Context: an optimization exercise on an open-source flow, tuned for small area. The choices shown serve that exercise and are no tape-out recipe.
The RTL was checked by simulation tests, not by an equivalence proof against the original design.
Power is estimated from default activity; no workload was simulated.

P:
Design display, start of the top module:
module display(clk,rst_n,rst_n1,hex1,hex2,hex3,hex4,hex5,hex6,add_in,sub_in,model_in);
	input clk;
	input rst_n;
	input rst_n1;
	output reg [6:0] hex1,hex2,hex3,hex4,hex5,hex6;
	input  add_in,sub_in,model_in;
	reg [6:0] cnt1;
	reg [5:0] cnt2;
	wire t20 = cnt1[6] & cnt1[5] & cnt1[1] & cnt1[0];       
	wire t1s = t20 & cnt2[5] & cnt2[4] & cnt2[0];           
	wire tsw = ~cnt1[5] & ~cnt1[4] & ~cnt1[3] & cnt1[2] & ~cnt1[1] & ~cnt1[0];
	wire [6:0] a1;
	assign a1[0] = 1'b1;
	assign a1[1] = cnt1[0];
	assign a1[2] = cnt1[0] & cnt1[1];
	assign a1[3] = a1[2] & cnt1[2];
	assign a1[4] = a1[3] & cnt1[3];
	assign a1[5] = a1[4] & cnt1[4];
	assign a1[6] = a1[5] & cnt1[5];
	wire [6:0] tc1 = {a1[6] | t20, a1[5] | t20, a1[4], a1[3], a1[2] & ~(cnt1[6] & cnt1[5]), a1[1], a1[0]};
	always @(posedge clk or negedge rst_n)
	if (!rst_n)
		cnt1 <= 7'd0;
	else
		cnt1 <= cnt1 ^ tc1;
	wire [5:0] a2;
	assign a2[0] = t20;
	assign a2[1] = t20 & cnt2[0];
	assign a2[2] = a2[1] & cnt2[1];
	assign a2[3] = a2[2] & cnt2[2];
	assign a2[4] = a2[3] & cnt2[3];
	assign a2[5] = a2[4] & cnt2[4];
	wire [5:0] tc2 = {a2[5] | t1s, a2[4] | t1s, a2[3], a2[2], a2[1] & ~(cnt2[5] & cnt2[4]), a2[0]};
	always @(posedge clk or negedge rst_n)
	if (!rst_n)
		cnt2 <= 6'd0;
	else
		cnt2 <= cnt2 ^ tc2;
	reg [2:0] pin_status, pin_status_r;
	always @(posedge clk or negedge rst_n)
	if (!rst_n)
		pin_status <= 3'b111;
	else if (t20)
		pin_status <= {add_in,sub_in,model_in};
	always @(posedge clk)
		pin_status_r <= pin_status;
	wire [2:0] ev = pin_status_r & ~pin_status;
	wire ev_add = ev[2];
	wire ev_sub = ev[1] & ~ev[2];
	wire ev_mod = ev[0];
	reg [1:0] g;
	wire gx = g[1] ^ g[0];
	always @(posedge clk or negedge rst_n)
	if (!rst_n)
		g <= 2'd0;
	else
		g <= g ^ {ev_mod & gx, ev_mod & ~gx};
	wire md1 = g[0] & ~g[1];
  ...
Size in the first run: about 390 cells after synthesis, ~3700 sq um of cells after synthesis.
clock: 20.0 ns
lec_check: 0
cap_margin: 20
core_margin: 2
core_utilization: 70
cts_buf_list: sky130_fd_sc_hd__clkbuf_4
slew_margin: 20
standard.sh (not shown) runs the stock make flow with config.mk's settings and CLKGATE_MAP_FILE= SYNTH_SCRIPT=/design/flow/synth_recipe.tcl, a recipe that flattens the netlist after the stock synthesis.
==> flow/flow/run.sh <==
#!/bin/bash
set -euo pipefail
HERE=$(pwd)
export BUFFER_PORTS_ARGS="-buffer_cell sky130_fd_sc_hd__buf_1"
export CTS_ARGS="-sink_clustering_enable -repair_clock_nets -buf_list sky130_fd_sc_hd__clkbuf_4 -dont_use_dummy_load"
export PRE_RESIZE_TCL=$HERE/flow/downsize.tcl
bash standard.sh synth > $HERE/synth.log 2>&1
bash standard.sh > $HERE/layout.log 2>&1
==> flow/flow/downsize.tcl <==
# Swap every standard cell for the smallest cell of the same function
# (same name apart from the drive-strength suffix). repair_design, which
# runs right after this hook, upsizes again where slew or load need it.
set db [ord::get_db]
set block [ord::get_db_block]
set dont_use [split $::env(DONT_USE_CELLS)]
array set best {}
array set bestA {}
foreach lib [$db getLibs] {
  foreach m [$lib getMasters] {
    set n [$m getName]
    if {[lsearch -exact $dont_use $n] >= 0} continue
    if {![regexp {^(sky130_fd_sc_hd__[a-z0-9]+)_([0-9]+)$} $n -> base drv]} continue
    set a [expr {[$m getWidth] * [$m getHeight]}]
    if {![info exists bestA($base)] || $a < $bestA($base)} {
      set bestA($base) $a
      set best($base) $n
    }
  }
}
set count 0
foreach inst [$block getInsts] {
  set n [[$inst getMaster] getName]
  if {![regexp {^(sky130_fd_sc_hd__[a-z0-9]+)_([0-9]+)$} $n -> base drv]} continue
  if {[string match "*tapvpwrvgnd*" $base] || [string match "*fill*" $base] || [string match "*decap*" $base]} continue
  if {![info exists best($base)]} continue
  set a [expr {[[$inst getMaster] getWidth] * [[$inst getMaster] getHeight]}]
  if {$best($base) ne $n && $bestA($base) < $a} {
    replace_cell [$inst getName] $best($base)
    incr count
  }
}
puts "downsize.tcl: replaced $count cells"
Here is what was changed in the inputs of T compared with P.
--- a/flow/design.v
+++ b/flow/design.v
@@ -136,52 +136,56 @@
 		w6 <= w6 | ew6;
 	end
 	wire [3:0] d1 = sw_sel ? w1 : s1;
 	wire [3:0] d2 = sw_sel ? w2 : {1'b0, s2};
 	wire [3:0] d3 = sw_sel ? w3 : n1;
 	wire [2:0] d4 = sw_sel ? w4 : n2;
 	wire [3:0] d5 = sw_sel ? w5 : h1;
 	function [6:0] seg9;
 		input [3:0] d;
 		begin
-			seg9[6] = (d[0]&~d[1]&~d[2]&~d[3]) | (~d[0]&~d[1]&d[2]);
-			seg9[5] = (d[0]&~d[1]&d[2]) | (~d[0]&d[1]&d[2]);
+			seg9[6] = ~d[3] & ~d[1] & (d[0] ^ d[2]);
+			seg9[5] = d[2] & (d[0] ^ d[1]);
 			seg9[4] = ~d[0] & d[1] & ~d[2];
-			seg9[3] = (d[0]&~d[1]&~d[2]&~d[3]) | (~d[0]&~d[1]&d[2]) | (d[0]&d[1]&d[2]);
+			seg9[3] = (d[0]&~d[1]&~d[2]&~d[3]) | (d[2] & ~(d[0] ^ d[1]));
 			seg9[2] = d[0] | (~d[1] & d[2]);
 			seg9[1] = (d[0]&~d[2]&~d[3]) | (d[1]&~d[2]) | (d[0]&d[1]);
 			seg9[0] = (~d[1]&~d[2]&~d[3]) | (d[0]&d[1]&d[2]);
 		end
 	endfunction
 	function [6:0] seg5;
 		input [2:0] d;
 		begin
-			seg5[6] = (d[0]&~d[1]&~d[2]) | (~d[0]&d[2]);
+			seg5[6] = ~d[1] & (d[0] ^ d[2]);
 			seg5[5] = d[0] & d[2];
 			seg5[4] = ~d[0] & d[1];
-			seg5[3] = (d[0]&~d[1]&~d[2]) | (~d[0]&d[2]);
+			seg5[3] = ~d[1] & (d[0] ^ d[2]);
 			seg5[2] = d[0] | d[2];
 			seg5[1] = (d[0] & ~d[2]) | d[1];
 			seg5[0] = ~d[1] & ~d[2];
 		end
 	endfunction
 	function [6:0] seg15;
 		input [3:0] d;
-		begin
-			seg15[6] = (d[0]&~d[1]&~d[2]&~d[3]) | (~d[0]&~d[1]&d[2]) | (d[1]&d[3]) | (d[2]&d[3]);
-			seg15[5] = (d[0]&~d[1]&d[2]) | (~d[0]&d[1]&d[2]) | (d[1]&d[3]) | (d[2]&d[3]);
-			seg15[4] = (~d[0]&d[1]&~d[2]) | (d[1]&d[3]) | (d[2]&d[3]);
-			seg15[3] = (d[0]&~d[1]&~d[2]&~d[3]) | (~d[0]&~d[1]&d[2]) | (d[0]&d[1]&d[2]) | (d[1]&d[3]) | (d[2]&d[3]);
-			seg15[2] = d[0] | (d[1]&d[3]) | (~d[1]&d[2]);
-			seg15[1] = (d[0]&~d[2]&~d[3]) | (d[1]&~d[2]) | (d[0]&d[1]) | (d[2]&d[3]);
-			seg15[0] = (~d[1]&~d[2]&~d[3]) | (d[0]&d[1]&d[2]) | (d[1]&d[3]) | (d[2]&d[3]);
-		end
+		case (d)
+			4'd0: seg15 = 7'b0000001;
+			4'd1: seg15 = 7'b1001111;
+			4'd2: seg15 = 7'b0010010;
+			4'd3: seg15 = 7'b0000110;
+			4'd4: seg15 = 7'b1001100;
+			4'd5: seg15 = 7'b0100100;
+			4'd6: seg15 = 7'b0100000;
+			4'd7: seg15 = 7'b0001111;
+			4'd8: seg15 = 7'b0000000;
+			4'd9: seg15 = 7'b0000100;
+			default: seg15 = 7'b1111111;
+		endcase
 	endfunction
 	always @* begin
 		hex1 = seg9(d1);
 		hex2 = seg9(d2);
 		hex3 = seg9(d3);
 		hex4 = seg5(d4);
 		hex5 = seg15(d5);
 		if (sw_sel)
 			hex6 = w6 ? 7'b1111111 : 7'b0000001;
 		else
Results
- In terms of post-synthesis area per instance, T and P differ only marginally.
- Initial core utilization for T is lower than for P.
- For worst-skew pair later-pin latency, P and T come out practically identical.
- Post-place instance area: T vs P up 190 sq um
- Compared with P, T shows total power that has gone up slightly.
- Changes observed in T relative to P: critical path data arrival time up 430 ps, setup slack down 430 ps, layout multi-input combinational cell count down 1, relative contribution of combinational cells to total power up 0.5 points.
- Against P as the reference, T delivers a higher final area.
- [compare] base=P new=T: first-pass GRT wire length decreased by 2.2% relative to the old numbers, relative area of clock buffers and inverters in the final design closely matched the old numbers, leakage power summed over all cells increased by 15% relative to the old numbers.

==> separate check: timing with driven ports <==
The flow's constraints put no driver on any port. The routed layouts listed below were extracted and timed again, unchanged, in two steps.
Step 1 sets driving cells, clkbuf_16 on the clock port and buf_2 on the other inputs (assumed; they add their load-dependent delay and slew).
Step 2 adds t to the input delays and takes it off the output delays; t is the mean of the earliest and latest rising clock arrival at the registers after step 1. Input paths then give back, and output paths get back, about the clock's delay inside the block.
Slacks: ideal ports / drivers / drivers and shift; pairs: ideal ports / drivers.
| run | t, ns | setup WS [ns] | worst hold slack (ns) | worst data-port slew with drivers (ns) | cell pins on the clock port's net |
|---|---|---|---|---|---|
| P | 0.418 | 13.199 / 13.172 / 13.590 | 0.420 / 0.420 / 0.420 | 0.03 | 1 |
| T | 0.415 | 12.768 / 12.744 / 13.159 | 0.425 / 0.425 / 0.425 | 0.03 | 1 |
After both steps every run listed still meets setup and hold.
